Background: an optimization exercise with open tools, aiming at small area and few clock cycles per item. Do not read the settings as production practice. Function was checked by simulation only, so behaviour that the tests miss may differ from the original. Power is estimated from default activity; no workload was simulated.

## alpha
## pipeline_division
module pipeline_division #(
  parameter int DIVINDED_WIDTH = 32,
  parameter int DIVISOR_WIDTH  = 32
)(
  input                           clk_i,
  input                           rst_i,
  input  [DIVINDED_WIDTH - 1 : 0] divinded_i,
  input  [DIVISOR_WIDTH - 1 : 0]  divisor_i,
  input                           valid_i,
  output                          ready_o,
  output [DIVINDED_WIDTH - 1 : 0] quotient_o,
  output [DIVISOR_WIDTH - 1 : 0]  reminder_o,
  output                          valid_o,
  input                           ready_i
);
Size in the first run: ~7500 cells after synthesis, ~990 flip-flops, about 130 I/O pins.
clock: 5.0 ns
lec_check: 0
abc_area: 1
cap_margin: 20
core_margin: 2
core_utilization: 75
cts_buf_list: sky130_fd_sc_hd__clkbuf_8
cts_cluster_size: 20
place_density: 0.85
slew_margin: 20
synth_hierarchical: 1
run.sh (not shown) runs the stock make flow with config.mk's settings and CLKGATE_MAP_FILE= SYNTH_SCRIPT=/design/flow/synth_recipe.tcl, a recipe that flattens the netlist after the stock synthesis.
Testbench counts of alpha, summed over its fixed seeds: cycles 4,048, items 4,000.
Input changes introduced in beta (baseline for comparison: alpha):
Settings: CTS_CLUSTER_DIAMETER now 80, previously not set; CTS_CLUSTER_SIZE now 16, was 20; PLACE_DENSITY now 0.75, was 0.85; CORE_UTILIZATION now 65, was 75.
Findings:
Looking at highest signal layer in the routed design, the met5 result is from alpha; the met4 one comes from beta.
Going from alpha to beta, data arrival time of the critical path shrinks by 0.15 ns.
For the count of clock-buffer cells in the layout, beta came in about 50% lower than alpha did.
Total number of vias was higher in the run labelled alpha.
Total wire length after detailed routing of beta falls short of that of alpha by a little under 10%.
Number of logic stages on the critical path including buffering shrinks by more than 10% when moving from alpha to beta.
Changes observed in beta relative to alpha: total power after layout has decreased; number of cells on the worst reg-to-reg path has decreased.
Cmp beta vs alpha: clock network fraction of total power lower in beta
Cmp alpha and beta / final instance area / higher: alpha
For the global-route wire length before repair, beta came in 13000 µm lower than alpha did.
Setup changes, beta to gamma
Settings: PLACE_DENSITY changed from 0.75 to 0.8; CORE_UTILIZATION changed from 65 to 70.
Findings:
Comparing y dimension of the die for gamma and beta, the smaller number came from gamma. gamma vs beta: post-layout instance count excluding filler cells down slightly. Summary: with beta as the reference, die area in gamma moved down by a little under 10%. Max met3 track utilization from global routing across gamma and beta: gamma. [gamma] total power rose 0.35 mW relative to beta. As far as power of the combinational group is concerned, gamma and beta perform about the same. Re number of non-clock buffers in the layout: gamma and beta aren't equal, and the lower value belongs to gamma. gamma reports its slowest stage cell on the critical path as sky130_fd_sc_hd__nor4_2 while beta reports sky130_fd_sc_hd__edfxtp_1. Looking at clock skew across both flows, gamma is the weaker of the two, with beta ahead.
[inputs] delta vs gamma
Settings: swapping 70 for 65 in CORE_UTILIZATION; putting GPL_TIMING_DRIVEN at 0 where nothing was set; swapping 16 for 20 in CTS_CLUSTER_SIZE; swapping 0.8 for 0.75 in PLACE_DENSITY; clearing CTS_CLUSTER_DIAMETER, which used to be 80.
--- outcome ---
- Summary of delta over gamma: combinational power rose by about 3%, final design area excluding fillers now larger.
- Run comparison: delta worst hold-check path type in -> reg; gamma worst hold-check path type reg -> reg
- Setup slack: delta vs gamma down 0.14 ns
- Run comparison: gamma class of the most critical setup path reg -> reg; delta class of the most critical setup path in -> out
- delta closes out successfully: all stages finished, all timing, DRC and antenna checks passed.
- gamma: full flow OK, the timing, design-rule and antenna checks passed
- Relative to gamma, critical path depth decreased by 24 in delta.
- delta vs. gamma: met1 demand-to-capacity share in global routing moved down, power now sits higher, via count went up.


pipeline_division, a different RTL version from the one above (not shown whole).
For scale: roughly 1200 flip-flops, roughly 130 I/O pins, ~65000 um2 of cells after synthesis.
// pipeline_division
module pipeline_division #(
  parameter int DIVINDED_WIDTH = 32,
  parameter int DIVISOR_WIDTH  = 32
)(
  input                           clk_i,
  input                           rst_i,
  input  [DIVINDED_WIDTH - 1 : 0] divinded_i,
  input  [DIVISOR_WIDTH - 1 : 0]  divisor_i,
  input                           valid_i,
  output                          ready_o,
  output [DIVINDED_WIDTH - 1 : 0] quotient_o,
  output [DIVISOR_WIDTH - 1 : 0]  reminder_o,
  output                          valid_o,
  input                           ready_i
);
clock: 5.0 ns
lec_check: 0
abc_area: 1
cap_margin: 20
core_margin: 2
core_utilization: 45
place_density: 0.6
slew_margin: 20
Testbench counts at the start, summed over its fixed seeds: cycles 4,060, items 4,000.
Change:
--- a/flow/config.mk
+++ b/flow/config.mk
@@ -10,4 +10,6 @@
 export CORE_MARGIN = 2
-export CORE_UTILIZATION = 45
-export PLACE_DENSITY = 0.6
+export CORE_UTILIZATION = 65
+export CTS_BUF_LIST = sky130_fd_sc_hd__clkbuf_8
+export CTS_CLUSTER_SIZE = 20
+export PLACE_DENSITY = 0.75
 export SLEW_MARGIN = 20
Outcome:
- non-clock buffer count came out lower by 41
- register-to-register slack is about the same
- total power came out lower by 3.5%

==> static timing again, ports no longer ideal <==
The flow's constraints put no driver on any port. The routed layouts listed below were extracted and timed again, unchanged, in two steps.
Step 1 sets driving cells, clkbuf_16 on the clock port and buf_2 on the other inputs (assumed; they add their load-dependent delay and slew).
Step 2, shift: input delay + t, output delay - t, t = (earliest + latest rising clock arrival at the registers) / 2. This alone moves slack from input paths to output paths.
a / b / c = ideal ports / drivers / drivers and shift; a / b = the first two.
run | t (ns) | setup WS [ns] | worst setup path after step 2 | clock arrival spread, ns | worst slew at a driven data input, ns
alpha | 0.907 | 0.217 / 0.217 / -0.172 | input to register | 0.076 / 0.077 | 0.08
beta | 0.827 | 0.297 / 0.297 / -0.039 | input to register | 0.048 / 0.048 | 0.05
gamma | 0.824 | 0.332 / 0.332 / -0.173 | input to register | 0.063 / 0.064 | 0.06
delta | 0.907 | 0.195 / 0.165 / -0.430 | input to register | 0.050 / 0.050 | 0.05
the first run of note 2 | 0.835 | 0.473 / 0.473 / 0.132 | input to register | 0.059 / 0.060 | 0.05
the second run of note 2 | 0.940 | 0.475 / 0.475 / -0.187 | input to register | 0.043 / 0.043 | 0.07
Met with ideal ports but missed after step 2: setup timing in 5 of these runs. For the second run of note 2, which loses most, drivers alone change the setup slack by 0.000 ns; drivers and shift together by -0.662 ns.
